Background: an optimization exercise with open tools, aiming at small area. Do not read the settings as production practice. The RTL was checked by simulation tests, not by an equivalence proof against the original design. Power is estimated from default activity; no workload was simulated.

==> design/flow/flow/run.sh <==
#!/bin/bash
# Own flow: the standard layout (standard.sh), with synthesis run by flow/synth.tcl,
# which maps the logic with ABC's &nf area mapper (flow/area.abc).
set -euo pipefail
W=$(pwd)
F=$W/flow
export MY_ABC_SCRIPT=$F/area.abc
sed "s#SYNTH_SCRIPT=[^ ]*#SYNTH_SCRIPT=$F/synth.tcl#" standard.sh > "$W/own_standard.sh"
grep -q "SYNTH_SCRIPT=$F/synth.tcl" "$W/own_standard.sh"
bash "$W/own_standard.sh" finish > "$W/flow_make.log" 2>&1
==> design/flow/flow/area.abc <==
strash
&get -n
&st
&dch -f
&nf -p -a -R 1000
&put
==> design/flow/flow/synth.tcl <==
# The standard synthesis (synth_recipe.tcl), except that the final technology mapping
# runs ABC with the script named by MY_ABC_SCRIPT instead of ORFS's. Registers are mapped
# before ABC runs, so their names and cells are the standard synthesis's.
proc synth {args} { yosys synth -nofsm -noshare {*}$args }
proc abc {args} {
  set i [lsearch -exact $args -script]
  if {$i >= 0} { set args [lreplace $args $i [expr {$i + 1}] -script $::env(MY_ABC_SCRIPT)] }
  yosys abc {*}$args
}
source $::env(SCRIPTS_DIR)/synth.tcl
# left out here: clear keep_hierarchy, flatten, clean up, hide names made inside functions, write 1_2_yosys.v
==> design/flow/standard.sh <==
#!/bin/bash
# synth_recipe.tcl (not shown) runs the flow's synth.tcl, then flattens the netlist and writes it again
# the make line also repeats each setting of config.mk as NAME=value (left out here)
make -C /OpenROAD-flow-scripts/flow DESIGN_CONFIG=/design/flow/config.mk WORK_HOME=/design/flow/orfs CLKGATE_MAP_FILE= SYNTH_SCRIPT=/design/flow/synth_recipe.tcl "${@:-finish}"
==> design/flow/config.mk <==
export PLATFORM = sky130hd
export DESIGN_NAME = LedMatrix
export DESIGN_NICKNAME = LedMatrix
export VERILOG_FILES = /design/flow/design.v
export SDC_FILE = /design/flow/constraint.sdc
export NUM_CORES = 4
export LEC_CHECK = 0
export CAP_MARGIN = 20
export CORE_MARGIN = 2
export CORE_UTILIZATION = 40
export SLEW_MARGIN = 20
==> design/flow/constraint.sdc <==
create_clock -name core_clock -period 10.0 [get_ports {clk}]
set_input_delay 2.0000 -clock core_clock [delete_from_list [all_inputs] [get_ports {clk}]]
set_output_delay 2.0000 -clock core_clock [all_outputs]
set_load 0.01 [all_outputs]
==> design/flow/design.v <==
`timescale 1ns/1ps
module LedMatrix (
  output     [34:0]   io_col,
  output     [5:0]    io_row,
  input               bus_write,
  input      [6:0]    bus_address,
  input      [31:0]   bus_writeData,
  input               clk,
  input               reset
);
  reg  [12:0] pwmDiv;
  reg         pwmTick;
  reg  [9:0]  rowDiv;
  reg         rowTick;
  reg  [7:0]  pwmCnt;
  reg  [2:0]  rowCnt;
  wire        pwmWrap = (pwmDiv == 13'd4999);
  wire        rowWrap = (rowDiv == 10'd832);
  always @(posedge clk or posedge reset) begin
    if (reset) begin
      pwmDiv  <= 13'd0;
      pwmTick <= 1'b0;
      rowDiv  <= 10'd0;
      rowTick <= 1'b0;
      pwmCnt  <= 8'd0;
      rowCnt  <= 3'd0;
    end else begin
      pwmDiv  <= pwmWrap ? 13'd0 : pwmDiv + 13'd1;
      pwmTick <= pwmWrap;
      rowDiv  <= rowWrap ? 10'd0 : rowDiv + 10'd1;
      rowTick <= rowWrap;
      if (pwmTick) pwmCnt <= pwmCnt + 8'd1;
      if (rowTick) rowCnt <= (rowCnt == 3'd5) ? 3'd0 : rowCnt + 3'd1;
    end
  end
  reg         ph;
  reg         done;
  always @(posedge clk or posedge reset) begin
    if (reset) begin
      ph   <= 1'b1;
      done <= 1'b0;
    end else begin
      ph   <= ~ph;
      done <= 1'b1;
    end
  end
  wire        clr = ~done;
  wire [23:0] wd = bus_writeData[23:0] ^ {24{ph}};
  reg  [7:0] r0;
  wire        ld0 = bus_write & (bus_address == 7'd0);
  wire        ha0 = ld0 | clr;
  wire        hb0 = ~ld0;
  always @(posedge clk) r0 <= ~((r0 | {8{ha0}}) & (wd[7:0] | {8{hb0}}));
  reg  [7:0] r1;
  wire        ld1 = bus_write & (bus_address == 7'd1);
  wire        ha1 = ld1 | clr;
  wire        hb1 = ~ld1;
  always @(posedge clk) r1 <= ~((r1 | {8{ha1}}) & (wd[7:0] | {8{hb1}}));
  reg  [7:0] r2;
  wire        ld2 = bus_write & (bus_address == 7'd2);
  wire        ha2 = ld2 | clr;
  wire        hb2 = ~ld2;
  always @(posedge clk) r2 <= ~((r2 | {8{ha2}}) & (wd[7:0] | {8{hb2}}));
  reg  [7:0] r3;
  wire        ld3 = bus_write & (bus_address == 7'd3);
  wire        ha3 = ld3 | clr;
  wire        hb3 = ~ld3;
  always @(posedge clk) r3 <= ~((r3 | {8{ha3}}) & (wd[7:0] | {8{hb3}}));
  reg  [7:0] r4;
  wire        ld4 = bus_write & (bus_address == 7'd4);
  wire        ha4 = ld4 | clr;
  wire        hb4 = ~ld4;
  always @(posedge clk) r4 <= ~((r4 | {8{ha4}}) & (wd[7:0] | {8{hb4}}));
  reg  [7:0] r5;
  wire        ld5 = bus_write & (bus_address == 7'd5);
  wire        ha5 = ld5 | clr;
  wire        hb5 = ~ld5;
  always @(posedge clk) r5 <= ~((r5 | {8{ha5}}) & (wd[7:0] | {8{hb5}}));
  reg  [7:0] r6;
  wire        ld6 = bus_write & (bus_address == 7'd6);
  wire        ha6 = ld6 | clr;
  wire        hb6 = ~ld6;
  always @(posedge clk) r6 <= ~((r6 | {8{ha6}}) & (wd[7:0] | {8{hb6}}));
  reg  [7:0] r7;
  wire        ld7 = bus_write & (bus_address == 7'd7);
  wire        ha7 = ld7 | clr;
  wire        hb7 = ~ld7;
  always @(posedge clk) r7 <= ~((r7 | {8{ha7}}) & (wd[7:0] | {8{hb7}}));
  reg  [7:0] r8;
  wire        ld8 = bus_write & (bus_address == 7'd8);
  wire        ha8 = ld8 | clr;
  wire        hb8 = ~ld8;
  always @(posedge clk) r8 <= ~((r8 | {8{ha8}}) & (wd[7:0] | {8{hb8}}));
  reg  [7:0] r9;
  wire        ld9 = bus_write & (bus_address == 7'd9);
  wire        ha9 = ld9 | clr;
  wire        hb9 = ~ld9;
  always @(posedge clk) r9 <= ~((r9 | {8{ha9}}) & (wd[7:0] | {8{hb9}}));
  reg  [7:0] r10;
  wire        ld10 = bus_write & (bus_address == 7'd10);
  wire        ha10 = ld10 | clr;
  wire        hb10 = ~ld10;
  always @(posedge clk) r10 <= ~((r10 | {8{ha10}}) & (wd[7:0] | {8{hb10}}));
  reg  [7:0] r11;
  wire        ld11 = bus_write & (bus_address == 7'd11);
  wire        ha11 = ld11 | clr;
  wire        hb11 = ~ld11;
  always @(posedge clk) r11 <= ~((r11 | {8{ha11}}) & (wd[7:0] | {8{hb11}}));
  reg  [7:0] r12;
  wire        ld12 = bus_write & (bus_address == 7'd12);
  wire        ha12 = ld12 | clr;
  wire        hb12 = ~ld12;
  always @(posedge clk) r12 <= ~((r12 | {8{ha12}}) & (wd[7:0] | {8{hb12}}));
  reg  [7:0] r13;
  wire        ld13 = bus_write & (bus_address == 7'd13);
  wire        ha13 = ld13 | clr;
  wire        hb13 = ~ld13;
  always @(posedge clk) r13 <= ~((r13 | {8{ha13}}) & (wd[7:0] | {8{hb13}}));
  reg  [7:0] r14;
  wire        ld14 = bus_write & (bus_address == 7'd14);
  wire        ha14 = ld14 | clr;
  wire        hb14 = ~ld14;
  always @(posedge clk) r14 <= ~((r14 | {8{ha14}}) & (wd[7:0] | {8{hb14}}));
  reg  [7:0] r15;
  wire        ld15 = bus_write & (bus_address == 7'd15);
  wire        ha15 = ld15 | clr;
  wire        hb15 = ~ld15;
  always @(posedge clk) r15 <= ~((r15 | {8{ha15}}) & (wd[7:0] | {8{hb15}}));
  reg  [7:0] r16;
  wire        ld16 = bus_write & (bus_address == 7'd16);
  wire        ha16 = ld16 | clr;
  wire        hb16 = ~ld16;
  always @(posedge clk) r16 <= ~((r16 | {8{ha16}}) & (wd[7:0] | {8{hb16}}));
  reg  [7:0] r17;
  wire        ld17 = bus_write & (bus_address == 7'd17);
  wire        ha17 = ld17 | clr;
  wire        hb17 = ~ld17;
  always @(posedge clk) r17 <= ~((r17 | {8{ha17}}) & (wd[7:0] | {8{hb17}}));
  reg  [7:0] r18;
  wire        ld18 = bus_write & (bus_address == 7'd18);
  wire        ha18 = ld18 | clr;
  wire        hb18 = ~ld18;
  always @(posedge clk) r18 <= ~((r18 | {8{ha18}}) & (wd[7:0] | {8{hb18}}));
  reg  [7:0] r19;
  wire        ld19 = bus_write & (bus_address == 7'd19);
  wire        ha19 = ld19 | clr;
  wire        hb19 = ~ld19;
  always @(posedge clk) r19 <= ~((r19 | {8{ha19}}) & (wd[7:0] | {8{hb19}}));
  reg  [7:0] r20;
  wire        ld20 = bus_write & (bus_address == 7'd20);
  wire        ha20 = ld20 | clr;
  wire        hb20 = ~ld20;
  always @(posedge clk) r20 <= ~((r20 | {8{ha20}}) & (wd[7:0] | {8{hb20}}));
  reg  [7:0] r21;
  wire        ld21 = bus_write & (bus_address == 7'd21);
  wire        ha21 = ld21 | clr;
  wire        hb21 = ~ld21;
  always @(posedge clk) r21 <= ~((r21 | {8{ha21}}) & (wd[7:0] | {8{hb21}}));
  reg  [7:0] r22;
  wire        ld22 = bus_write & (bus_address == 7'd22);
  wire        ha22 = ld22 | clr;
  wire        hb22 = ~ld22;
  always @(posedge clk) r22 <= ~((r22 | {8{ha22}}) & (wd[7:0] | {8{hb22}}));
  reg  [7:0] r23;
  wire        ld23 = bus_write & (bus_address == 7'd23);
  wire        ha23 = ld23 | clr;
  wire        hb23 = ~ld23;
  always @(posedge clk) r23 <= ~((r23 | {8{ha23}}) & (wd[7:0] | {8{hb23}}));
  reg  [7:0] r24;
  wire        ld24 = bus_write & (bus_address == 7'd24);
  wire        ha24 = ld24 | clr;
  wire        hb24 = ~ld24;
  always @(posedge clk) r24 <= ~((r24 | {8{ha24}}) & (wd[7:0] | {8{hb24}}));
  reg  [7:0] r25;
  wire        ld25 = bus_write & (bus_address == 7'd25);
  wire        ha25 = ld25 | clr;
  wire        hb25 = ~ld25;
  always @(posedge clk) r25 <= ~((r25 | {8{ha25}}) & (wd[7:0] | {8{hb25}}));
  reg  [7:0] r26;
  wire        ld26 = bus_write & (bus_address == 7'd26);
  wire        ha26 = ld26 | clr;
  wire        hb26 = ~ld26;
  always @(posedge clk) r26 <= ~((r26 | {8{ha26}}) & (wd[7:0] | {8{hb26}}));
  reg  [7:0] r27;
  wire        ld27 = bus_write & (bus_address == 7'd27);
  wire        ha27 = ld27 | clr;
  wire        hb27 = ~ld27;
  always @(posedge clk) r27 <= ~((r27 | {8{ha27}}) & (wd[7:0] | {8{hb27}}));
  reg  [7:0] r28;
  wire        ld28 = bus_write & (bus_address == 7'd28);
  wire        ha28 = ld28 | clr;
  wire        hb28 = ~ld28;
  always @(posedge clk) r28 <= ~((r28 | {8{ha28}}) & (wd[7:0] | {8{hb28}}));
  reg  [7:0] r29;
  wire        ld29 = bus_write & (bus_address == 7'd29);
  wire        ha29 = ld29 | clr;
  wire        hb29 = ~ld29;
  always @(posedge clk) r29 <= ~((r29 | {8{ha29}}) & (wd[7:0] | {8{hb29}}));
  reg  [7:0] r30;
  wire        ld30 = bus_write & (bus_address == 7'd30);
  wire        ha30 = ld30 | clr;
  wire        hb30 = ~ld30;
  always @(posedge clk) r30 <= ~((r30 | {8{ha30}}) & (wd[7:0] | {8{hb30}}));
  reg  [7:0] r31;
  wire        ld31 = bus_write & (bus_address == 7'd31);
  wire        ha31 = ld31 | clr;
  wire        hb31 = ~ld31;
  always @(posedge clk) r31 <= ~((r31 | {8{ha31}}) & (wd[7:0] | {8{hb31}}));
  reg  [7:0] r32;
  wire        ld32 = bus_write & (bus_address == 7'd32);
  wire        ha32 = ld32 | clr;
  wire        hb32 = ~ld32;
  always @(posedge clk) r32 <= ~((r32 | {8{ha32}}) & (wd[7:0] | {8{hb32}}));
  reg  [7:0] r33;
  wire        ld33 = bus_write & (bus_address == 7'd33);
  wire        ha33 = ld33 | clr;
  wire        hb33 = ~ld33;
  always @(posedge clk) r33 <= ~((r33 | {8{ha33}}) & (wd[7:0] | {8{hb33}}));
  reg  [7:0] r34;
  wire        ld34 = bus_write & (bus_address == 7'd34);
  wire        ha34 = ld34 | clr;
  wire        hb34 = ~ld34;
  always @(posedge clk) r34 <= ~((r34 | {8{ha34}}) & (wd[7:0] | {8{hb34}}));
  reg  [7:0] r35;
  wire        ld35 = bus_write & (bus_address == 7'd35);
  wire        ha35 = ld35 | clr;
  wire        hb35 = ~ld35;
  always @(posedge clk) r35 <= ~((r35 | {8{ha35}}) & (wd[7:0] | {8{hb35}}));
  reg  [7:0] r36;
  wire        ld36 = bus_write & (bus_address == 7'd36);
  wire        ha36 = ld36 | clr;
  wire        hb36 = ~ld36;
  always @(posedge clk) r36 <= ~((r36 | {8{ha36}}) & (wd[7:0] | {8{hb36}}));
  reg  [7:0] r37;
  wire        ld37 = bus_write & (bus_address == 7'd37);
  wire        ha37 = ld37 | clr;
  wire        hb37 = ~ld37;
  always @(posedge clk) r37 <= ~((r37 | {8{ha37}}) & (wd[7:0] | {8{hb37}}));
  reg  [7:0] r38;
  wire        ld38 = bus_write & (bus_address == 7'd38);
  wire        ha38 = ld38 | clr;
  wire        hb38 = ~ld38;
  always @(posedge clk) r38 <= ~((r38 | {8{ha38}}) & (wd[7:0] | {8{hb38}}));
  reg  [7:0] r39;
  wire        ld39 = bus_write & (bus_address == 7'd39);
  wire        ha39 = ld39 | clr;
  wire        hb39 = ~ld39;
  always @(posedge clk) r39 <= ~((r39 | {8{ha39}}) & (wd[7:0] | {8{hb39}}));
  reg  [7:0] r40;
  wire        ld40 = bus_write & (bus_address == 7'd40);
  wire        ha40 = ld40 | clr;
  wire        hb40 = ~ld40;
  always @(posedge clk) r40 <= ~((r40 | {8{ha40}}) & (wd[7:0] | {8{hb40}}));
  reg  [7:0] r41;
  wire        ld41 = bus_write & (bus_address == 7'd41);
  wire        ha41 = ld41 | clr;
  wire        hb41 = ~ld41;
  always @(posedge clk) r41 <= ~((r41 | {8{ha41}}) & (wd[7:0] | {8{hb41}}));
  reg  [7:0] r42;
  wire        ld42 = bus_write & (bus_address == 7'd42);
  wire        ha42 = ld42 | clr;
  wire        hb42 = ~ld42;
  always @(posedge clk) r42 <= ~((r42 | {8{ha42}}) & (wd[7:0] | {8{hb42}}));
  reg  [7:0] r43;
  wire        ld43 = bus_write & (bus_address == 7'd43);
  wire        ha43 = ld43 | clr;
  wire        hb43 = ~ld43;
  always @(posedge clk) r43 <= ~((r43 | {8{ha43}}) & (wd[7:0] | {8{hb43}}));
  reg  [7:0] r44;
  wire        ld44 = bus_write & (bus_address == 7'd44);
  wire        ha44 = ld44 | clr;
  wire        hb44 = ~ld44;
  always @(posedge clk) r44 <= ~((r44 | {8{ha44}}) & (wd[7:0] | {8{hb44}}));
  reg  [7:0] r45;
  wire        ld45 = bus_write & (bus_address == 7'd45);
  wire        ha45 = ld45 | clr;
  wire        hb45 = ~ld45;
  always @(posedge clk) r45 <= ~((r45 | {8{ha45}}) & (wd[7:0] | {8{hb45}}));
  reg  [7:0] r46;
  wire        ld46 = bus_write & (bus_address == 7'd46);
  wire        ha46 = ld46 | clr;
  wire        hb46 = ~ld46;
  always @(posedge clk) r46 <= ~((r46 | {8{ha46}}) & (wd[7:0] | {8{hb46}}));
  reg  [7:0] r47;
  wire        ld47 = bus_write & (bus_address == 7'd47);
  wire        ha47 = ld47 | clr;
  wire        hb47 = ~ld47;
  always @(posedge clk) r47 <= ~((r47 | {8{ha47}}) & (wd[7:0] | {8{hb47}}));
  reg  [7:0] r48;
  wire        ld48 = bus_write & (bus_address == 7'd48);
  wire        ha48 = ld48 | clr;
  wire        hb48 = ~ld48;
  always @(posedge clk) r48 <= ~((r48 | {8{ha48}}) & (wd[7:0] | {8{hb48}}));
  reg  [7:0] r49;
  wire        ld49 = bus_write & (bus_address == 7'd49);
  wire        ha49 = ld49 | clr;
  wire        hb49 = ~ld49;
  always @(posedge clk) r49 <= ~((r49 | {8{ha49}}) & (wd[7:0] | {8{hb49}}));
  reg  [7:0] r50;
  wire        ld50 = bus_write & (bus_address == 7'd50);
  wire        ha50 = ld50 | clr;
  wire        hb50 = ~ld50;
  always @(posedge clk) r50 <= ~((r50 | {8{ha50}}) & (wd[7:0] | {8{hb50}}));
  reg  [7:0] r51;
  wire        ld51 = bus_write & (bus_address == 7'd51);
  wire        ha51 = ld51 | clr;
  wire        hb51 = ~ld51;
  always @(posedge clk) r51 <= ~((r51 | {8{ha51}}) & (wd[7:0] | {8{hb51}}));
  reg  [7:0] r52;
  wire        ld52 = bus_write & (bus_address == 7'd52);
  wire        ha52 = ld52 | clr;
  wire        hb52 = ~ld52;
  always @(posedge clk) r52 <= ~((r52 | {8{ha52}}) & (wd[7:0] | {8{hb52}}));
  reg  [7:0] r53;
  wire        ld53 = bus_write & (bus_address == 7'd53);
  wire        ha53 = ld53 | clr;
  wire        hb53 = ~ld53;
  always @(posedge clk) r53 <= ~((r53 | {8{ha53}}) & (wd[7:0] | {8{hb53}}));
  reg  [7:0] r54;
  wire        ld54 = bus_write & (bus_address == 7'd54);
  wire        ha54 = ld54 | clr;
  wire        hb54 = ~ld54;
  always @(posedge clk) r54 <= ~((r54 | {8{ha54}}) & (wd[7:0] | {8{hb54}}));
  reg  [7:0] r55;
  wire        ld55 = bus_write & (bus_address == 7'd55);
  wire        ha55 = ld55 | clr;
  wire        hb55 = ~ld55;
  always @(posedge clk) r55 <= ~((r55 | {8{ha55}}) & (wd[7:0] | {8{hb55}}));
  reg  [7:0] r56;
  wire        ld56 = bus_write & (bus_address == 7'd56);
  wire        ha56 = ld56 | clr;
  wire        hb56 = ~ld56;
  always @(posedge clk) r56 <= ~((r56 | {8{ha56}}) & (wd[7:0] | {8{hb56}}));
  reg  [7:0] r57;
  wire        ld57 = bus_write & (bus_address == 7'd57);
  wire        ha57 = ld57 | clr;
  wire        hb57 = ~ld57;
  always @(posedge clk) r57 <= ~((r57 | {8{ha57}}) & (wd[7:0] | {8{hb57}}));
  reg  [7:0] r58;
  wire        ld58 = bus_write & (bus_address == 7'd58);
  wire        ha58 = ld58 | clr;
  wire        hb58 = ~ld58;
  always @(posedge clk) r58 <= ~((r58 | {8{ha58}}) & (wd[7:0] | {8{hb58}}));
  reg  [7:0] r59;
  wire        ld59 = bus_write & (bus_address == 7'd59);
  wire        ha59 = ld59 | clr;
  wire        hb59 = ~ld59;
  always @(posedge clk) r59 <= ~((r59 | {8{ha59}}) & (wd[7:0] | {8{hb59}}));
  reg  [7:0] r60;
  wire        ld60 = bus_write & (bus_address == 7'd60);
  wire        ha60 = ld60 | clr;
  wire        hb60 = ~ld60;
  always @(posedge clk) r60 <= ~((r60 | {8{ha60}}) & (wd[7:0] | {8{hb60}}));
  reg  [7:0] r61;
  wire        ld61 = bus_write & (bus_address == 7'd61);
  wire        ha61 = ld61 | clr;
  wire        hb61 = ~ld61;
  always @(posedge clk) r61 <= ~((r61 | {8{ha61}}) & (wd[7:0] | {8{hb61}}));
  reg  [7:0] r62;
  wire        ld62 = bus_write & (bus_address == 7'd62);
  wire        ha62 = ld62 | clr;
  wire        hb62 = ~ld62;
  always @(posedge clk) r62 <= ~((r62 | {8{ha62}}) & (wd[7:0] | {8{hb62}}));
  reg  [7:0] r63;
  wire        ld63 = bus_write & (bus_address == 7'd63);
  wire        ha63 = ld63 | clr;
  wire        hb63 = ~ld63;
  always @(posedge clk) r63 <= ~((r63 | {8{ha63}}) & (wd[7:0] | {8{hb63}}));
  reg  [7:0] r64;
  wire        ld64 = bus_write & (bus_address == 7'd64);
  wire        ha64 = ld64 | clr;
  wire        hb64 = ~ld64;
  always @(posedge clk) r64 <= ~((r64 | {8{ha64}}) & (wd[7:0] | {8{hb64}}));
  reg  [7:0] r65;
  wire        ld65 = bus_write & (bus_address == 7'd65);
  wire        ha65 = ld65 | clr;
  wire        hb65 = ~ld65;
  always @(posedge clk) r65 <= ~((r65 | {8{ha65}}) & (wd[7:0] | {8{hb65}}));
  reg  [7:0] r66;
  wire        ld66 = bus_write & (bus_address == 7'd66);
  wire        ha66 = ld66 | clr;
  wire        hb66 = ~ld66;
  always @(posedge clk) r66 <= ~((r66 | {8{ha66}}) & (wd[7:0] | {8{hb66}}));
  reg  [7:0] r67;
  wire        ld67 = bus_write & (bus_address == 7'd67);
  wire        ha67 = ld67 | clr;
  wire        hb67 = ~ld67;
  always @(posedge clk) r67 <= ~((r67 | {8{ha67}}) & (wd[7:0] | {8{hb67}}));
  reg  [7:0] r68;
  wire        ld68 = bus_write & (bus_address == 7'd68);
  wire        ha68 = ld68 | clr;
  wire        hb68 = ~ld68;
  always @(posedge clk) r68 <= ~((r68 | {8{ha68}}) & (wd[7:0] | {8{hb68}}));
  reg  [7:0] r69;
  wire        ld69 = bus_write & (bus_address == 7'd69);
  wire        ha69 = ld69 | clr;
  wire        hb69 = ~ld69;
  always @(posedge clk) r69 <= ~((r69 | {8{ha69}}) & (wd[7:0] | {8{hb69}}));
  reg  [7:0] r70;
  wire        ld70 = bus_write & (bus_address == 7'd70);
  wire        ha70 = ld70 | clr;
  wire        hb70 = ~ld70;
  always @(posedge clk) r70 <= ~((r70 | {8{ha70}}) & (wd[7:0] | {8{hb70}}));
  reg  [7:0] r71;
  wire        ld71 = bus_write & (bus_address == 7'd71);
  wire        ha71 = ld71 | clr;
  wire        hb71 = ~ld71;
  always @(posedge clk) r71 <= ~((r71 | {8{ha71}}) & (wd[7:0] | {8{hb71}}));
  reg  [7:0] r72;
  wire        ld72 = bus_write & (bus_address == 7'd72);
  wire        ha72 = ld72 | clr;
  wire        hb72 = ~ld72;
  always @(posedge clk) r72 <= ~((r72 | {8{ha72}}) & (wd[7:0] | {8{hb72}}));
  reg  [15:0] r73;
  wire        ld73 = bus_write & (bus_address == 7'd73);
  wire        ha73 = ld73 | clr;
  wire        hb73 = ~ld73;
  always @(posedge clk) r73 <= ~((r73 | {16{ha73}}) & (wd[15:0] | {16{hb73}}));
  reg  [23:0] r74;
  wire        ld74 = bus_write & (bus_address == 7'd74);
  wire        ha74 = ld74 | clr;
  wire        hb74 = ~ld74;
  always @(posedge clk) r74 <= ~((r74 | {24{ha74}}) & (wd[23:0] | {24{hb74}}));
  reg  [23:0] r75;
  wire        ld75 = bus_write & (bus_address == 7'd75);
  wire        ha75 = ld75 | clr;
  wire        hb75 = ~ld75;
  always @(posedge clk) r75 <= ~((r75 | {24{ha75}}) & (wd[23:0] | {24{hb75}}));
  reg  [23:0] r76;
  wire        ld76 = bus_write & (bus_address == 7'd76);
  wire        ha76 = ld76 | clr;
  wire        hb76 = ~ld76;
  always @(posedge clk) r76 <= ~((r76 | {24{ha76}}) & (wd[23:0] | {24{hb76}}));
  reg  [23:0] r77;
  wire        ld77 = bus_write & (bus_address == 7'd77);
  wire        ha77 = ld77 | clr;
  wire        hb77 = ~ld77;
  always @(posedge clk) r77 <= ~((r77 | {24{ha77}}) & (wd[23:0] | {24{hb77}}));
  reg  [23:0] r78;
  wire        ld78 = bus_write & (bus_address == 7'd78);
  wire        ha78 = ld78 | clr;
  wire        hb78 = ~ld78;
  always @(posedge clk) r78 <= ~((r78 | {24{ha78}}) & (wd[23:0] | {24{hb78}}));
  reg  [23:0] r79;
  wire        ld79 = bus_write & (bus_address == 7'd79);
  wire        ha79 = ld79 | clr;
  wire        hb79 = ~ld79;
  always @(posedge clk) r79 <= ~((r79 | {24{ha79}}) & (wd[23:0] | {24{hb79}}));
  reg  [23:0] r80;
  wire        ld80 = bus_write & (bus_address == 7'd80);
  wire        ha80 = ld80 | clr;
  wire        hb80 = ~ld80;
  always @(posedge clk) r80 <= ~((r80 | {24{ha80}}) & (wd[23:0] | {24{hb80}}));
  reg  [23:0] r81;
  wire        ld81 = bus_write & (bus_address == 7'd81);
  wire        ha81 = ld81 | clr;
  wire        hb81 = ~ld81;
  always @(posedge clk) r81 <= ~((r81 | {24{ha81}}) & (wd[23:0] | {24{hb81}}));
  reg  [23:0] r82;
  wire        ld82 = bus_write & (bus_address == 7'd82);
  wire        ha82 = ld82 | clr;
  wire        hb82 = ~ld82;
  always @(posedge clk) r82 <= ~((r82 | {24{ha82}}) & (wd[23:0] | {24{hb82}}));
  reg  [23:0] r83;
  wire        ld83 = bus_write & (bus_address == 7'd83);
  wire        ha83 = ld83 | clr;
  wire        hb83 = ~ld83;
  always @(posedge clk) r83 <= ~((r83 | {24{ha83}}) & (wd[23:0] | {24{hb83}}));
  reg  [23:0] r84;
  wire        ld84 = bus_write & (bus_address == 7'd84);
  wire        ha84 = ld84 | clr;
  wire        hb84 = ~ld84;
  always @(posedge clk) r84 <= ~((r84 | {24{ha84}}) & (wd[23:0] | {24{hb84}}));
  reg  [23:0] r85;
  wire        ld85 = bus_write & (bus_address == 7'd85);
  wire        ha85 = ld85 | clr;
  wire        hb85 = ~ld85;
  always @(posedge clk) r85 <= ~((r85 | {24{ha85}}) & (wd[23:0] | {24{hb85}}));
  reg  [23:0] r86;
  wire        ld86 = bus_write & (bus_address == 7'd86);
  wire        ha86 = ld86 | clr;
  wire        hb86 = ~ld86;
  always @(posedge clk) r86 <= ~((r86 | {24{ha86}}) & (wd[23:0] | {24{hb86}}));
  reg  [23:0] r87;
  wire        ld87 = bus_write & (bus_address == 7'd87);
  wire        ha87 = ld87 | clr;
  wire        hb87 = ~ld87;
  always @(posedge clk) r87 <= ~((r87 | {24{ha87}}) & (wd[23:0] | {24{hb87}}));
  reg  [23:0] r88;
  wire        ld88 = bus_write & (bus_address == 7'd88);
  wire        ha88 = ld88 | clr;
  wire        hb88 = ~ld88;
  always @(posedge clk) r88 <= ~((r88 | {24{ha88}}) & (wd[23:0] | {24{hb88}}));
  reg  [23:0] r89;
  wire        ld89 = bus_write & (bus_address == 7'd89);
  wire        ha89 = ld89 | clr;
  wire        hb89 = ~ld89;
  always @(posedge clk) r89 <= ~((r89 | {24{ha89}}) & (wd[23:0] | {24{hb89}}));
  reg  [23:0] r90;
  wire        ld90 = bus_write & (bus_address == 7'd90);
  wire        ha90 = ld90 | clr;
  wire        hb90 = ~ld90;
  always @(posedge clk) r90 <= ~((r90 | {24{ha90}}) & (wd[23:0] | {24{hb90}}));
  reg  [23:0] r91;
  wire        ld91 = bus_write & (bus_address == 7'd91);
  wire        ha91 = ld91 | clr;
  wire        hb91 = ~ld91;
  always @(posedge clk) r91 <= ~((r91 | {24{ha91}}) & (wd[23:0] | {24{hb91}}));
  reg  [23:0] r92;
  wire        ld92 = bus_write & (bus_address == 7'd92);
  wire        ha92 = ld92 | clr;
  wire        hb92 = ~ld92;
  always @(posedge clk) r92 <= ~((r92 | {24{ha92}}) & (wd[23:0] | {24{hb92}}));
  reg  [23:0] r93;
  wire        ld93 = bus_write & (bus_address == 7'd93);
  wire        ha93 = ld93 | clr;
  wire        hb93 = ~ld93;
  always @(posedge clk) r93 <= ~((r93 | {24{ha93}}) & (wd[23:0] | {24{hb93}}));
  reg  [23:0] r94;
  wire        ld94 = bus_write & (bus_address == 7'd94);
  wire        ha94 = ld94 | clr;
  wire        hb94 = ~ld94;
  always @(posedge clk) r94 <= ~((r94 | {24{ha94}}) & (wd[23:0] | {24{hb94}}));
  reg  [23:0] r95;
  wire        ld95 = bus_write & (bus_address == 7'd95);
  wire        ha95 = ld95 | clr;
  wire        hb95 = ~ld95;
  always @(posedge clk) r95 <= ~((r95 | {24{ha95}}) & (wd[23:0] | {24{hb95}}));
  reg  [23:0] r96;
  wire        ld96 = bus_write & (bus_address == 7'd96);
  wire        ha96 = ld96 | clr;
  wire        hb96 = ~ld96;
  always @(posedge clk) r96 <= ~((r96 | {24{ha96}}) & (wd[23:0] | {24{hb96}}));
  reg  [23:0] r97;
  wire        ld97 = bus_write & (bus_address == 7'd97);
  wire        ha97 = ld97 | clr;
  wire        hb97 = ~ld97;
  always @(posedge clk) r97 <= ~((r97 | {24{ha97}}) & (wd[23:0] | {24{hb97}}));
  reg  [23:0] r98;
  wire        ld98 = bus_write & (bus_address == 7'd98);
  wire        ha98 = ld98 | clr;
  wire        hb98 = ~ld98;
  always @(posedge clk) r98 <= ~((r98 | {24{ha98}}) & (wd[23:0] | {24{hb98}}));
  reg  [23:0] r99;
  wire        ld99 = bus_write & (bus_address == 7'd99);
  wire        ha99 = ld99 | clr;
  wire        hb99 = ~ld99;
  always @(posedge clk) r99 <= ~((r99 | {24{ha99}}) & (wd[23:0] | {24{hb99}}));
  reg  [23:0] r100;
  wire        ld100 = bus_write & (bus_address == 7'd100);
  wire        ha100 = ld100 | clr;
  wire        hb100 = ~ld100;
  always @(posedge clk) r100 <= ~((r100 | {24{ha100}}) & (wd[23:0] | {24{hb100}}));
  reg  [23:0] r101;
  wire        ld101 = bus_write & (bus_address == 7'd101);
  wire        ha101 = ld101 | clr;
  wire        hb101 = ~ld101;
  always @(posedge clk) r101 <= ~((r101 | {24{ha101}}) & (wd[23:0] | {24{hb101}}));
  reg  [23:0] r102;
  wire        ld102 = bus_write & (bus_address == 7'd102);
  wire        ha102 = ld102 | clr;
  wire        hb102 = ~ld102;
  always @(posedge clk) r102 <= ~((r102 | {24{ha102}}) & (wd[23:0] | {24{hb102}}));
  reg  [23:0] r103;
  wire        ld103 = bus_write & (bus_address == 7'd103);
  wire        ha103 = ld103 | clr;
  wire        hb103 = ~ld103;
  always @(posedge clk) r103 <= ~((r103 | {24{ha103}}) & (wd[23:0] | {24{hb103}}));
  reg  [7:0] r104;
  wire        ld104 = bus_write & (bus_address == 7'd104);
  wire        ha104 = ld104 | clr;
  wire        hb104 = ~ld104;
  always @(posedge clk) r104 <= ~((r104 | {8{ha104}}) & (wd[7:0] | {8{hb104}}));
  reg  [7:0] r105;
  wire        ld105 = bus_write & (bus_address == 7'd105);
  wire        ha105 = ld105 | clr;
  wire        hb105 = ~ld105;
  always @(posedge clk) r105 <= ~((r105 | {8{ha105}}) & (wd[7:0] | {8{hb105}}));
  reg  [7:0] r106;
  wire        ld106 = bus_write & (bus_address == 7'd106);
  wire        ha106 = ld106 | clr;
  wire        hb106 = ~ld106;
  always @(posedge clk) r106 <= ~((r106 | {8{ha106}}) & (wd[7:0] | {8{hb106}}));
  wire [5:0]  rs;
  assign rs[0] = (rowCnt == 3'd0);
  assign rs[1] = (rowCnt == 3'd1);
  assign rs[2] = (rowCnt == 3'd2);
  assign rs[3] = (rowCnt == 3'd3);
  assign rs[4] = (rowCnt == 3'd4);
  assign rs[5] = (rowCnt == 3'd5);
  assign io_row = ~rs;
  wire [7:0]  pm = pwmCnt ^ {8{~ph}};
  wire        cin = ~ph;
  wire [7:0]  x0 = ({8{rs[0]}} & r0[7:0]) | ({8{rs[1]}} & r13[7:0]) | ({8{rs[2]}} & r27[7:0]) | ({8{rs[3]}} & r41[7:0]) | ({8{rs[4]}} & r54[7:0]) | ({8{rs[5]}} & r66[7:0]);
  wire [8:0]  c0;
  assign c0[0] = cin;
  genvar g0;
  generate for (g0 = 0; g0 < 8; g0 = g0 + 1) begin : ch0
    assign c0[g0+1] = (pm[g0] & x0[g0]) | (pm[g0] & c0[g0]) | (x0[g0] & c0[g0]);
  end endgenerate
  assign io_col[0] = (c0[8] ^ cin);
  wire [7:0]  x1 = ({8{rs[1]}} & r14[7:0]) | ({8{rs[2]}} & r28[7:0]) | ({8{rs[3]}} & r42[7:0]) | ({8{rs[4]}} & r55[7:0]) | ({8{rs[5]}} & r67[7:0]);
  wire [8:0]  c1;
  assign c1[0] = cin;
  genvar g1;
  generate for (g1 = 0; g1 < 8; g1 = g1 + 1) begin : ch1
    assign c1[g1+1] = (pm[g1] & x1[g1]) | (pm[g1] & c1[g1]) | (x1[g1] & c1[g1]);
  end endgenerate
  assign io_col[1] = (c1[8] ^ cin) | rs[0];
  wire [7:0]  x2 = ({8{rs[0]}} & r1[7:0]) | ({8{rs[1]}} & r15[7:0]) | ({8{rs[2]}} & r29[7:0]) | ({8{rs[3]}} & r43[7:0]) | ({8{rs[4]}} & r56[7:0]) | ({8{rs[5]}} & r68[7:0]);
  wire [8:0]  c2;
  assign c2[0] = cin;
  genvar g2;
  generate for (g2 = 0; g2 < 8; g2 = g2 + 1) begin : ch2
    assign c2[g2+1] = (pm[g2] & x2[g2]) | (pm[g2] & c2[g2]) | (x2[g2] & c2[g2]);
  end endgenerate
  assign io_col[2] = (c2[8] ^ cin);
  wire [7:0]  x3 = ({8{rs[0]}} & r2[7:0]) | ({8{rs[1]}} & r16[7:0]) | ({8{rs[2]}} & r30[7:0]) | ({8{rs[3]}} & r44[7:0]) | ({8{rs[4]}} & r57[7:0]);
  wire [8:0]  c3;
  assign c3[0] = cin;
  genvar g3;
  generate for (g3 = 0; g3 < 8; g3 = g3 + 1) begin : ch3
    assign c3[g3+1] = (pm[g3] & x3[g3]) | (pm[g3] & c3[g3]) | (x3[g3] & c3[g3]);
  end endgenerate
  assign io_col[3] = (c3[8] ^ cin) | rs[5];
  wire [7:0]  x4 = ({8{rs[0]}} & r3[7:0]) | ({8{rs[1]}} & r17[7:0]) | ({8{rs[2]}} & r31[7:0]) | ({8{rs[3]}} & r45[7:0]) | ({8{rs[4]}} & r58[7:0]);
  wire [8:0]  c4;
  assign c4[0] = cin;
  genvar g4;
  generate for (g4 = 0; g4 < 8; g4 = g4 + 1) begin : ch4
    assign c4[g4+1] = (pm[g4] & x4[g4]) | (pm[g4] & c4[g4]) | (x4[g4] & c4[g4]);
  end endgenerate
  assign io_col[4] = (c4[8] ^ cin) | rs[5];
  wire [7:0]  x5 = ({8{rs[0]}} & r4[7:0]) | ({8{rs[1]}} & r18[7:0]) | ({8{rs[2]}} & r32[7:0]) | ({8{rs[3]}} & r46[7:0]) | ({8{rs[4]}} & r59[7:0]) | ({8{rs[5]}} & r69[7:0]);
  wire [8:0]  c5;
  assign c5[0] = cin;
  genvar g5;
  generate for (g5 = 0; g5 < 8; g5 = g5 + 1) begin : ch5
    assign c5[g5+1] = (pm[g5] & x5[g5]) | (pm[g5] & c5[g5]) | (x5[g5] & c5[g5]);
  end endgenerate
  assign io_col[5] = (c5[8] ^ cin);
  wire [7:0]  x6 = ({8{rs[0]}} & r5[7:0]) | ({8{rs[1]}} & r19[7:0]) | ({8{rs[2]}} & r33[7:0]) | ({8{rs[3]}} & r47[7:0]) | ({8{rs[4]}} & r60[7:0]);
  wire [8:0]  c6;
  assign c6[0] = cin;
  genvar g6;
  generate for (g6 = 0; g6 < 8; g6 = g6 + 1) begin : ch6
    assign c6[g6+1] = (pm[g6] & x6[g6]) | (pm[g6] & c6[g6]) | (x6[g6] & c6[g6]);
  end endgenerate
  assign io_col[6] = (c6[8] ^ cin) | rs[5];
  wire [7:0]  x7 = ({8{rs[0]}} & r6[7:0]) | ({8{rs[1]}} & r20[7:0]) | ({8{rs[2]}} & r34[7:0]) | ({8{rs[3]}} & r48[7:0]) | ({8{rs[4]}} & r61[7:0]);
  wire [8:0]  c7;
  assign c7[0] = cin;
  genvar g7;
  generate for (g7 = 0; g7 < 8; g7 = g7 + 1) begin : ch7
    assign c7[g7+1] = (pm[g7] & x7[g7]) | (pm[g7] & c7[g7]) | (x7[g7] & c7[g7]);
  end endgenerate
  assign io_col[7] = (c7[8] ^ cin) | rs[5];
  wire [7:0]  x8 = ({8{rs[0]}} & r7[7:0]) | ({8{rs[1]}} & r21[7:0]) | ({8{rs[2]}} & r35[7:0]) | ({8{rs[3]}} & r49[7:0]) | ({8{rs[4]}} & r62[7:0]);
  wire [8:0]  c8;
  assign c8[0] = cin;
  genvar g8;
  generate for (g8 = 0; g8 < 8; g8 = g8 + 1) begin : ch8
    assign c8[g8+1] = (pm[g8] & x8[g8]) | (pm[g8] & c8[g8]) | (x8[g8] & c8[g8]);
  end endgenerate
  assign io_col[8] = (c8[8] ^ cin) | rs[5];
  wire [7:0]  x9 = ({8{rs[0]}} & r8[7:0]) | ({8{rs[1]}} & r22[7:0]) | ({8{rs[2]}} & r36[7:0]) | ({8{rs[3]}} & r50[7:0]) | ({8{rs[4]}} & r63[7:0]) | ({8{rs[5]}} & r70[7:0]);
  wire [8:0]  c9;
  assign c9[0] = cin;
  genvar g9;
  generate for (g9 = 0; g9 < 8; g9 = g9 + 1) begin : ch9
    assign c9[g9+1] = (pm[g9] & x9[g9]) | (pm[g9] & c9[g9]) | (x9[g9] & c9[g9]);
  end endgenerate
  assign io_col[9] = (c9[8] ^ cin);
  wire [7:0]  x10 = ({8{rs[0]}} & r9[7:0]) | ({8{rs[1]}} & r23[7:0]) | ({8{rs[2]}} & r37[7:0]) | ({8{rs[3]}} & r51[7:0]) | ({8{rs[4]}} & r64[7:0]) | ({8{rs[5]}} & r71[7:0]);
  wire [8:0]  c10;
  assign c10[0] = cin;
  genvar g10;
  generate for (g10 = 0; g10 < 8; g10 = g10 + 1) begin : ch10
    assign c10[g10+1] = (pm[g10] & x10[g10]) | (pm[g10] & c10[g10]) | (x10[g10] & c10[g10]);
  end endgenerate
  assign io_col[10] = (c10[8] ^ cin);
  wire [7:0]  x11 = ({8{rs[0]}} & r10[7:0]) | ({8{rs[1]}} & r24[7:0]) | ({8{rs[2]}} & r38[7:0]) | ({8{rs[3]}} & r52[7:0]) | ({8{rs[5]}} & r73[15:8]);
  wire [8:0]  c11;
  assign c11[0] = cin;
  genvar g11;
  generate for (g11 = 0; g11 < 8; g11 = g11 + 1) begin : ch11
    assign c11[g11+1] = (pm[g11] & x11[g11]) | (pm[g11] & c11[g11]) | (x11[g11] & c11[g11]);
  end endgenerate
  assign io_col[11] = (c11[8] ^ cin) | rs[4];
  wire [7:0]  x12 = ({8{rs[0]}} & r11[7:0]) | ({8{rs[1]}} & r25[7:0]) | ({8{rs[2]}} & r39[7:0]) | ({8{rs[5]}} & r73[7:0]);
  wire [8:0]  c12;
  assign c12[0] = cin;
  genvar g12;
  generate for (g12 = 0; g12 < 8; g12 = g12 + 1) begin : ch12
    assign c12[g12+1] = (pm[g12] & x12[g12]) | (pm[g12] & c12[g12]) | (x12[g12] & c12[g12]);
  end endgenerate
  assign io_col[12] = (c12[8] ^ cin) | rs[3] | rs[4];
  wire [7:0]  x13 = ({8{rs[0]}} & r12[7:0]) | ({8{rs[1]}} & r26[7:0]) | ({8{rs[2]}} & r40[7:0]) | ({8{rs[3]}} & r53[7:0]) | ({8{rs[4]}} & r65[7:0]) | ({8{rs[5]}} & r72[7:0]);
  wire [8:0]  c13;
  assign c13[0] = cin;
  genvar g13;
  generate for (g13 = 0; g13 < 8; g13 = g13 + 1) begin : ch13
    assign c13[g13+1] = (pm[g13] & x13[g13]) | (pm[g13] & c13[g13]) | (x13[g13] & c13[g13]);
  end endgenerate
  assign io_col[13] = (c13[8] ^ cin);
  wire [7:0]  x14 = ({8{rs[0]}} & r74[23:16]) | ({8{rs[1]}} & r77[23:16]) | ({8{rs[2]}} & r84[23:16]) | ({8{rs[5]}} & r98[23:16]);
  wire [8:0]  c14;
  assign c14[0] = cin;
  genvar g14;
  generate for (g14 = 0; g14 < 8; g14 = g14 + 1) begin : ch14
    assign c14[g14+1] = (pm[g14] & x14[g14]) | (pm[g14] & c14[g14]) | (x14[g14] & c14[g14]);
  end endgenerate
  assign io_col[14] = (c14[8] ^ cin) | rs[3] | rs[4];
  wire [7:0]  x15 = ({8{rs[0]}} & r74[15:8]) | ({8{rs[1]}} & r77[15:8]) | ({8{rs[2]}} & r84[15:8]) | ({8{rs[5]}} & r98[15:8]);
  wire [8:0]  c15;
  assign c15[0] = cin;
  genvar g15;
  generate for (g15 = 0; g15 < 8; g15 = g15 + 1) begin : ch15
    assign c15[g15+1] = (pm[g15] & x15[g15]) | (pm[g15] & c15[g15]) | (x15[g15] & c15[g15]);
  end endgenerate
  assign io_col[15] = (c15[8] ^ cin) | rs[3] | rs[4];
  wire [7:0]  x16 = ({8{rs[0]}} & r74[7:0]) | ({8{rs[1]}} & r77[7:0]) | ({8{rs[2]}} & r84[7:0]) | ({8{rs[5]}} & r98[7:0]);
  wire [8:0]  c16;
  assign c16[0] = cin;
  genvar g16;
  generate for (g16 = 0; g16 < 8; g16 = g16 + 1) begin : ch16
    assign c16[g16+1] = (pm[g16] & x16[g16]) | (pm[g16] & c16[g16]) | (x16[g16] & c16[g16]);
  end endgenerate
  assign io_col[16] = (c16[8] ^ cin) | rs[3] | rs[4];
  wire [7:0]  x17 = ({8{rs[0]}} & r75[23:16]) | ({8{rs[1]}} & r78[23:16]) | ({8{rs[2]}} & r85[23:16]) | ({8{rs[4]}} & r94[23:16]) | ({8{rs[5]}} & r99[23:16]);
  wire [8:0]  c17;
  assign c17[0] = cin;
  genvar g17;
  generate for (g17 = 0; g17 < 8; g17 = g17 + 1) begin : ch17
    assign c17[g17+1] = (pm[g17] & x17[g17]) | (pm[g17] & c17[g17]) | (x17[g17] & c17[g17]);
  end endgenerate
  assign io_col[17] = (c17[8] ^ cin) | rs[3];
  wire [7:0]  x18 = ({8{rs[0]}} & r75[15:8]) | ({8{rs[1]}} & r78[15:8]) | ({8{rs[2]}} & r85[15:8]) | ({8{rs[4]}} & r94[15:8]) | ({8{rs[5]}} & r99[15:8]);
  wire [8:0]  c18;
  assign c18[0] = cin;
  genvar g18;
  generate for (g18 = 0; g18 < 8; g18 = g18 + 1) begin : ch18
    assign c18[g18+1] = (pm[g18] & x18[g18]) | (pm[g18] & c18[g18]) | (x18[g18] & c18[g18]);
  end endgenerate
  assign io_col[18] = (c18[8] ^ cin) | rs[3];
  wire [7:0]  x19 = ({8{rs[0]}} & r75[7:0]) | ({8{rs[1]}} & r78[7:0]) | ({8{rs[2]}} & r85[7:0]) | ({8{rs[4]}} & r94[7:0]) | ({8{rs[5]}} & r99[7:0]);
  wire [8:0]  c19;
  assign c19[0] = cin;
  genvar g19;
  generate for (g19 = 0; g19 < 8; g19 = g19 + 1) begin : ch19
    assign c19[g19+1] = (pm[g19] & x19[g19]) | (pm[g19] & c19[g19]) | (x19[g19] & c19[g19]);
  end endgenerate
  assign io_col[19] = (c19[8] ^ cin) | rs[3];
  wire [7:0]  x20 = ({8{rs[0]}} & r76[23:16]) | ({8{rs[1]}} & r79[23:16]) | ({8{rs[2]}} & r86[23:16]) | ({8{rs[5]}} & r100[23:16]);
  wire [8:0]  c20;
  assign c20[0] = cin;
  genvar g20;
  generate for (g20 = 0; g20 < 8; g20 = g20 + 1) begin : ch20
    assign c20[g20+1] = (pm[g20] & x20[g20]) | (pm[g20] & c20[g20]) | (x20[g20] & c20[g20]);
  end endgenerate
  assign io_col[20] = (c20[8] ^ cin) | rs[3] | rs[4];
  wire [7:0]  x21 = ({8{rs[0]}} & r76[15:8]) | ({8{rs[1]}} & r79[15:8]) | ({8{rs[2]}} & r86[15:8]) | ({8{rs[5]}} & r100[15:8]);
  wire [8:0]  c21;
  assign c21[0] = cin;
  genvar g21;
  generate for (g21 = 0; g21 < 8; g21 = g21 + 1) begin : ch21
    assign c21[g21+1] = (pm[g21] & x21[g21]) | (pm[g21] & c21[g21]) | (x21[g21] & c21[g21]);
  end endgenerate
  assign io_col[21] = (c21[8] ^ cin) | rs[3] | rs[4];
  wire [7:0]  x22 = ({8{rs[0]}} & r76[7:0]) | ({8{rs[1]}} & r79[7:0]) | ({8{rs[2]}} & r86[7:0]) | ({8{rs[5]}} & r100[7:0]);
  wire [8:0]  c22;
  assign c22[0] = cin;
  genvar g22;
  generate for (g22 = 0; g22 < 8; g22 = g22 + 1) begin : ch22
    assign c22[g22+1] = (pm[g22] & x22[g22]) | (pm[g22] & c22[g22]) | (x22[g22] & c22[g22]);
  end endgenerate
  assign io_col[22] = (c22[8] ^ cin) | rs[3] | rs[4];
  wire [7:0]  x23 = ({8{rs[1]}} & r80[23:16]) | ({8{rs[2]}} & r87[23:16]) | ({8{rs[3]}} & r91[23:16]) | ({8{rs[4]}} & r95[23:16]) | ({8{rs[5]}} & r101[23:16]);
  wire [8:0]  c23;
  assign c23[0] = cin;
  genvar g23;
  generate for (g23 = 0; g23 < 8; g23 = g23 + 1) begin : ch23
    assign c23[g23+1] = (pm[g23] & x23[g23]) | (pm[g23] & c23[g23]) | (x23[g23] & c23[g23]);
  end endgenerate
  assign io_col[23] = (c23[8] ^ cin) | rs[0];
  wire [7:0]  x24 = ({8{rs[1]}} & r80[15:8]) | ({8{rs[2]}} & r87[15:8]) | ({8{rs[3]}} & r91[15:8]) | ({8{rs[4]}} & r95[15:8]) | ({8{rs[5]}} & r101[15:8]);
  wire [8:0]  c24;
  assign c24[0] = cin;
  genvar g24;
  generate for (g24 = 0; g24 < 8; g24 = g24 + 1) begin : ch24
    assign c24[g24+1] = (pm[g24] & x24[g24]) | (pm[g24] & c24[g24]) | (x24[g24] & c24[g24]);
  end endgenerate
  assign io_col[24] = (c24[8] ^ cin) | rs[0];
  wire [7:0]  x25 = ({8{rs[1]}} & r80[7:0]) | ({8{rs[2]}} & r87[7:0]) | ({8{rs[3]}} & r91[7:0]) | ({8{rs[4]}} & r95[7:0]) | ({8{rs[5]}} & r101[7:0]);
  wire [8:0]  c25;
  assign c25[0] = cin;
  genvar g25;
  generate for (g25 = 0; g25 < 8; g25 = g25 + 1) begin : ch25
    assign c25[g25+1] = (pm[g25] & x25[g25]) | (pm[g25] & c25[g25]) | (x25[g25] & c25[g25]);
  end endgenerate
  assign io_col[25] = (c25[8] ^ cin) | rs[0];
  wire [7:0]  x26 = ({8{rs[1]}} & r81[23:16]) | ({8{rs[2]}} & r88[23:16]) | ({8{rs[3]}} & r92[23:16]) | ({8{rs[4]}} & r96[23:16]);
  wire [8:0]  c26;
  assign c26[0] = cin;
  genvar g26;
  generate for (g26 = 0; g26 < 8; g26 = g26 + 1) begin : ch26
    assign c26[g26+1] = (pm[g26] & x26[g26]) | (pm[g26] & c26[g26]) | (x26[g26] & c26[g26]);
  end endgenerate
  assign io_col[26] = (c26[8] ^ cin) | rs[0] | rs[5];
  wire [7:0]  x27 = ({8{rs[1]}} & r81[15:8]) | ({8{rs[2]}} & r88[15:8]) | ({8{rs[3]}} & r92[15:8]) | ({8{rs[4]}} & r96[15:8]);
  wire [8:0]  c27;
  assign c27[0] = cin;
  genvar g27;
  generate for (g27 = 0; g27 < 8; g27 = g27 + 1) begin : ch27
    assign c27[g27+1] = (pm[g27] & x27[g27]) | (pm[g27] & c27[g27]) | (x27[g27] & c27[g27]);
  end endgenerate
  assign io_col[27] = (c27[8] ^ cin) | rs[0] | rs[5];
  wire [7:0]  x28 = ({8{rs[0]}} & r104[7:0]) | ({8{rs[1]}} & r81[7:0]) | ({8{rs[2]}} & r88[7:0]) | ({8{rs[3]}} & r92[7:0]) | ({8{rs[4]}} & r96[7:0]);
  wire [8:0]  c28;
  assign c28[0] = cin;
  genvar g28;
  generate for (g28 = 0; g28 < 8; g28 = g28 + 1) begin : ch28
    assign c28[g28+1] = (pm[g28] & x28[g28]) | (pm[g28] & c28[g28]) | (x28[g28] & c28[g28]);
  end endgenerate
  assign io_col[28] = (c28[8] ^ cin) | rs[5];
  wire [7:0]  x29 = ({8{rs[1]}} & r82[23:16]) | ({8{rs[2]}} & r89[23:16]) | ({8{rs[3]}} & r93[23:16]) | ({8{rs[4]}} & r97[23:16]) | ({8{rs[5]}} & r102[23:16]);
  wire [8:0]  c29;
  assign c29[0] = cin;
  genvar g29;
  generate for (g29 = 0; g29 < 8; g29 = g29 + 1) begin : ch29
    assign c29[g29+1] = (pm[g29] & x29[g29]) | (pm[g29] & c29[g29]) | (x29[g29] & c29[g29]);
  end endgenerate
  assign io_col[29] = (c29[8] ^ cin) | rs[0];
  wire [7:0]  x30 = ({8{rs[1]}} & r82[15:8]) | ({8{rs[2]}} & r89[15:8]) | ({8{rs[3]}} & r93[15:8]) | ({8{rs[4]}} & r97[15:8]) | ({8{rs[5]}} & r102[15:8]);
  wire [8:0]  c30;
  assign c30[0] = cin;
  genvar g30;
  generate for (g30 = 0; g30 < 8; g30 = g30 + 1) begin : ch30
    assign c30[g30+1] = (pm[g30] & x30[g30]) | (pm[g30] & c30[g30]) | (x30[g30] & c30[g30]);
  end endgenerate
  assign io_col[30] = (c30[8] ^ cin) | rs[0];
  wire [7:0]  x31 = ({8{rs[0]}} & r105[7:0]) | ({8{rs[1]}} & r82[7:0]) | ({8{rs[2]}} & r89[7:0]) | ({8{rs[3]}} & r93[7:0]) | ({8{rs[4]}} & r97[7:0]) | ({8{rs[5]}} & r102[7:0]);
  wire [8:0]  c31;
  assign c31[0] = cin;
  genvar g31;
  generate for (g31 = 0; g31 < 8; g31 = g31 + 1) begin : ch31
    assign c31[g31+1] = (pm[g31] & x31[g31]) | (pm[g31] & c31[g31]) | (x31[g31] & c31[g31]);
  end endgenerate
  assign io_col[31] = (c31[8] ^ cin);
  wire [7:0]  x32 = ({8{rs[1]}} & r83[23:16]) | ({8{rs[2]}} & r90[23:16]) | ({8{rs[5]}} & r103[23:16]);
  wire [8:0]  c32;
  assign c32[0] = cin;
  genvar g32;
  generate for (g32 = 0; g32 < 8; g32 = g32 + 1) begin : ch32
    assign c32[g32+1] = (pm[g32] & x32[g32]) | (pm[g32] & c32[g32]) | (x32[g32] & c32[g32]);
  end endgenerate
  assign io_col[32] = (c32[8] ^ cin) | rs[0] | rs[3] | rs[4];
  wire [7:0]  x33 = ({8{rs[1]}} & r83[15:8]) | ({8{rs[2]}} & r90[15:8]) | ({8{rs[5]}} & r103[15:8]);
  wire [8:0]  c33;
  assign c33[0] = cin;
  genvar g33;
  generate for (g33 = 0; g33 < 8; g33 = g33 + 1) begin : ch33
    assign c33[g33+1] = (pm[g33] & x33[g33]) | (pm[g33] & c33[g33]) | (x33[g33] & c33[g33]);
  end endgenerate
  assign io_col[33] = (c33[8] ^ cin) | rs[0] | rs[3] | rs[4];
  wire [7:0]  x34 = ({8{rs[0]}} & r106[7:0]) | ({8{rs[1]}} & r83[7:0]) | ({8{rs[2]}} & r90[7:0]) | ({8{rs[5]}} & r103[7:0]);
  wire [8:0]  c34;
  assign c34[0] = cin;
  genvar g34;
  generate for (g34 = 0; g34 < 8; g34 = g34 + 1) begin : ch34
    assign c34[g34+1] = (pm[g34] & x34[g34]) | (pm[g34] & c34[g34]) | (x34[g34] & c34[g34]);
  end endgenerate
  assign io_col[34] = (c34[8] ^ cin) | rs[3] | rs[4];
endmodule
==> results.toml <==
[critical_path]
cp_data_required_time_ns = 8.00
r2r_cells = 5
regToRegStartpoint = "ph"
timing.rr.end = "r35[4]"
crit_top_cell = "maj3_1"
slowest_stage = "dfstp_4"
crit_arrival_ns = 5.86
start_kind = "flop"
crit_chain = "inv_2, nor2_4, buf_4, a21oi_1, a21oi_1, o21ai_0, maj3_1, maj3_1, maj3_1, maj3_1, maj3_1, xnor2_1, clkdlybuf4s50_1"
cp_max_fo = 21
ff2ff_setup_slack_ns = 6.17
crit_family = "adder cells"
end_kind = "output pin"
slowest_delay_ns = 0.99
crit_buf_inv = 3
critPathKind = "reg2out"

[routing]
wl_met2_mm = 77.4
post_drt_wl_per_cell_um = 26.7
num_vias = 43000
routed-wl-met3_mm = 15.1
via_per_inst = 6.75
drc_errors = 0
drt_iter0_markers = 6504
wirelength_mm = 170
firstDrtPassIters = 13
top_layer_used = "met5"
met1_length_mm = 72.3
antenna_left = 0

[floorplan]
start_util = 0.404
fp.dieH_um = 346
io_pins = 83
die_w_um = 346
rows = 125
coreArea_um2 = 116000
dieArea_um2 = 120000

[pwr]
power.share.clock = 0.454
switching_share = 0.232
pwr-share-seq = 0.494
p_per_area_nw_per_um2 = 221
ir_drop_mv = 0.170
power_frac_comb = 0.052
p_int_mw = 9.55
p_sw_mw = 2.89
p_leak_nw = 21.0

[hold_path]
hp-start = "r92[15]"
holdPathStages = 1
hold_class = "reg2reg"
min_to = "r92[15]"

[logic_synthesis]
syn_inst = 4408
yosys_register_bits = 1382
netlist_area_um2 = 46900
yosysSeqAreaShare = 0.594
synth_area_leaders = "dfxtp_1 57%, o22ai_1 19%, a222oi_1 7.0%"
synth_flop_cell = "dfxtp_1"
yosys.area.top_type = "dfxtp_1"
synthArstFlopShare = 0.0275
synth.top_cell.area_share = 0.574
synth-edff-count = 0
yosysUniqueCellTypes = 36
syn_nets = 4455
synth.avg_cell_area_um2 = 10.6
yosys_warnings = 1

[clocking]
clk_latency_ns = 0.77
cts.sinks = 1382
cts_root_buf = "clkbuf_16"
h-tree-depth = 4
path_clk_slew_ns = 0.06
postCtsSetupBuffers = 0
clk_path_buf_depth = 3
cts-hold-fix-buffers = 0
numCtsBuffers = 144
cts_resized = 0
tritoncts = "built"

[timing]
max-slew-margin-rel = 0.228
final_hold_viol_count = 0
fmax_mhz = 127
maxSlewViolCount = 0
period_minus_slack_ns = 7.86
rsz0062_at_grt = "no"
setup_violations = 0
fin_ws_ns = 2.14
clock_skew_ns = 0.0307
whs_ns = 0.432
post-route-period-util = 0.786
tightest_slew_ns = 1.16

[placement]
detailed_place_hpwl_mm = 91.9
gp_congestion = 0.810
portBuffers = 74
placed_cells = 6107
pre_cts_ws_ns = 2.97

[layout]
drive_gt1_frac = 0.0800
instances_no_fill = 6376
final_common_cell = "o22ai_1"
seqCellArea_um2 = 27900
nets = 4783
multi_input_area_um2 = 19600
area_delta_synth_final_pct = 20.0
fill_cells = 10600
mostFrequentLayoutCells = "1413 x o22ai_1, 1344 x dfxtp_1, 627 x nand2_1"

[grt]
antenna_found_initial = 5
overflow = 0
grt_first_pass_wirelength_mm = 256
grt_pass1_vias = 41200
grt_usage = 0.271
grt_max_degree = 114

[outcome]
run_status = "finished clean"

[job]
drv_cap = 0
-- synthesized netlist by cell type, types with 6 or more instances --
| cell | count |
|---|---|
| o21ai_0 | 68 |
| a22oi_1 | 130 |
| nand2b_1 | 6 |
| maj3_1 | 78 |
| o221ai_1 | 7 |
| a222oi_1 | 329 |
| and2_0 | 17 |
| dfxtp_1 | 1344 |
| nand2_1 | 628 |
| a21oi_1 | 81 |
| a221oi_1 | 30 |
| nand3_1 | 13 |
| xor2_1 | 45 |
| nor2_1 | 54 |
| nor3_1 | 14 |
| clkinv_1 | 11 |
| o22ai_1 | 1413 |
| dfrtp_1 | 37 |
| a41oi_1 | 12 |
| a31oi_1 | 17 |
| xnor2_1 | 36 |
-- worst reg2reg max path: stages (launching register included) --
cell and delay, ns:
dfstp_4 0.99, buf_4 0.76, xor2_4 0.23, buf_4 0.50, buf_4 0.85, o22ai_1 0.32
-- worst max-delay path by stage --
stage	startpoint	end	slack [ns]	cells after the start
floorplan	rowCnt[2]	io_col[4]	-0.03	12
global placement	ph	io_col[3]	2.95	14
detailed placement	ph	io_col[3]	2.97	14
CTS	rowCnt[2]	io_col[26]	2.13	13
global route	rowCnt[2]	io_col[26]	1.87	14
finish	ph	io_col[13]	2.14	13
-- kinds of logic (layout without fill, tap and decap cells) --
family | Yosys count | after routing | synth area share
AO/OA/AOI/OAI | 2095 | 2095 | 0.308
flip-flops | 1382 | 1382 | 0.594
AND/OR/NAND/NOR | 754 | 754 | 0.0637
adder cells (fa/ha/maj) | 83 | 83 | 0.0180
XOR/XNOR | 81 | 81 | 0.0151
buffers and inverters | 11 | 453 | 0.000880
other | 1 | 3 | 0.0000799
multiplexers | 1 | 1 | 0.000240
-- layout make-up --
class	instances	area share
well taps	1524	0.0339
clock inverters	51	0.0134
repair buffers	182	0.0329
inverters	11	0.000733
multi-input cells	3015	0.348
flip-flops and latches	1382	0.495
diodes	2	0.0000889
clock buffers	209	0.0757
-- power groups by stage --
stage | clock [mW] | combinational (mW) | sequential (mW)
6_report | 5.65 | 0.649 | 6.14
5_1_grt | 5.92 | 0.702 | 6.18
4_1_cts | 5.70 | 0.630 | 6.13
3_3_place_gp | 0 | 0.603 | 6.24
2_1_floorplan | 0 | 0.415 | 6.20
3_5_place_dp | 0 | 0.629 | 6.25
-- routing by layer --
layer	global-route usage	vias up
met1	0.367	21300
met3	0.0463	320
met5	0	-
met2	0.431	2236
li1	-	19100
met4	0.105	8
-- through the flow --
step / power (mW) / setup TNS (ns) / cell area, um2 / util
floorplan: 6.61 / -0.0322 / 47000 / -
global placement: 6.84 / 0 / 51000 / 0.439
detailed placement: 6.88 / 0 / 51100 / 0.440
CTS: 12.5 / 0 / 56100 / 0.483
global route: 12.8 / 0 / 56300 / 0.485
finish: 12.4 / 0 / 56300 / 0.485

separate check: timing with driven ports:
The results above use ideal ports. As a check the final layout listed here was re-extracted and re-timed, cells and wires unchanged. Step 1 sets driving cells, clkbuf_16 on the clock port and buf_2 on the other inputs (assumed; they add their load-dependent delay and slew). Step 2 also shifts input and output timing later by t, the mid clock arrival at the registers, as if the neighbouring blocks saw the same clock. Three values: ideal, step 1, step 2; two values: the first two.
t, ns: 0.824
slack for setup (ns): 2.139 / 2.067 / 2.891
worst setup path after step 2: register to output
worst slew at a driven data input, ns: 0.13
pins driven straight from the clock port: 1
After both steps this run still meets setup and hold. For this run, drivers alone change the setup slack by -0.072 ns; drivers and shift together by +0.752 ns.
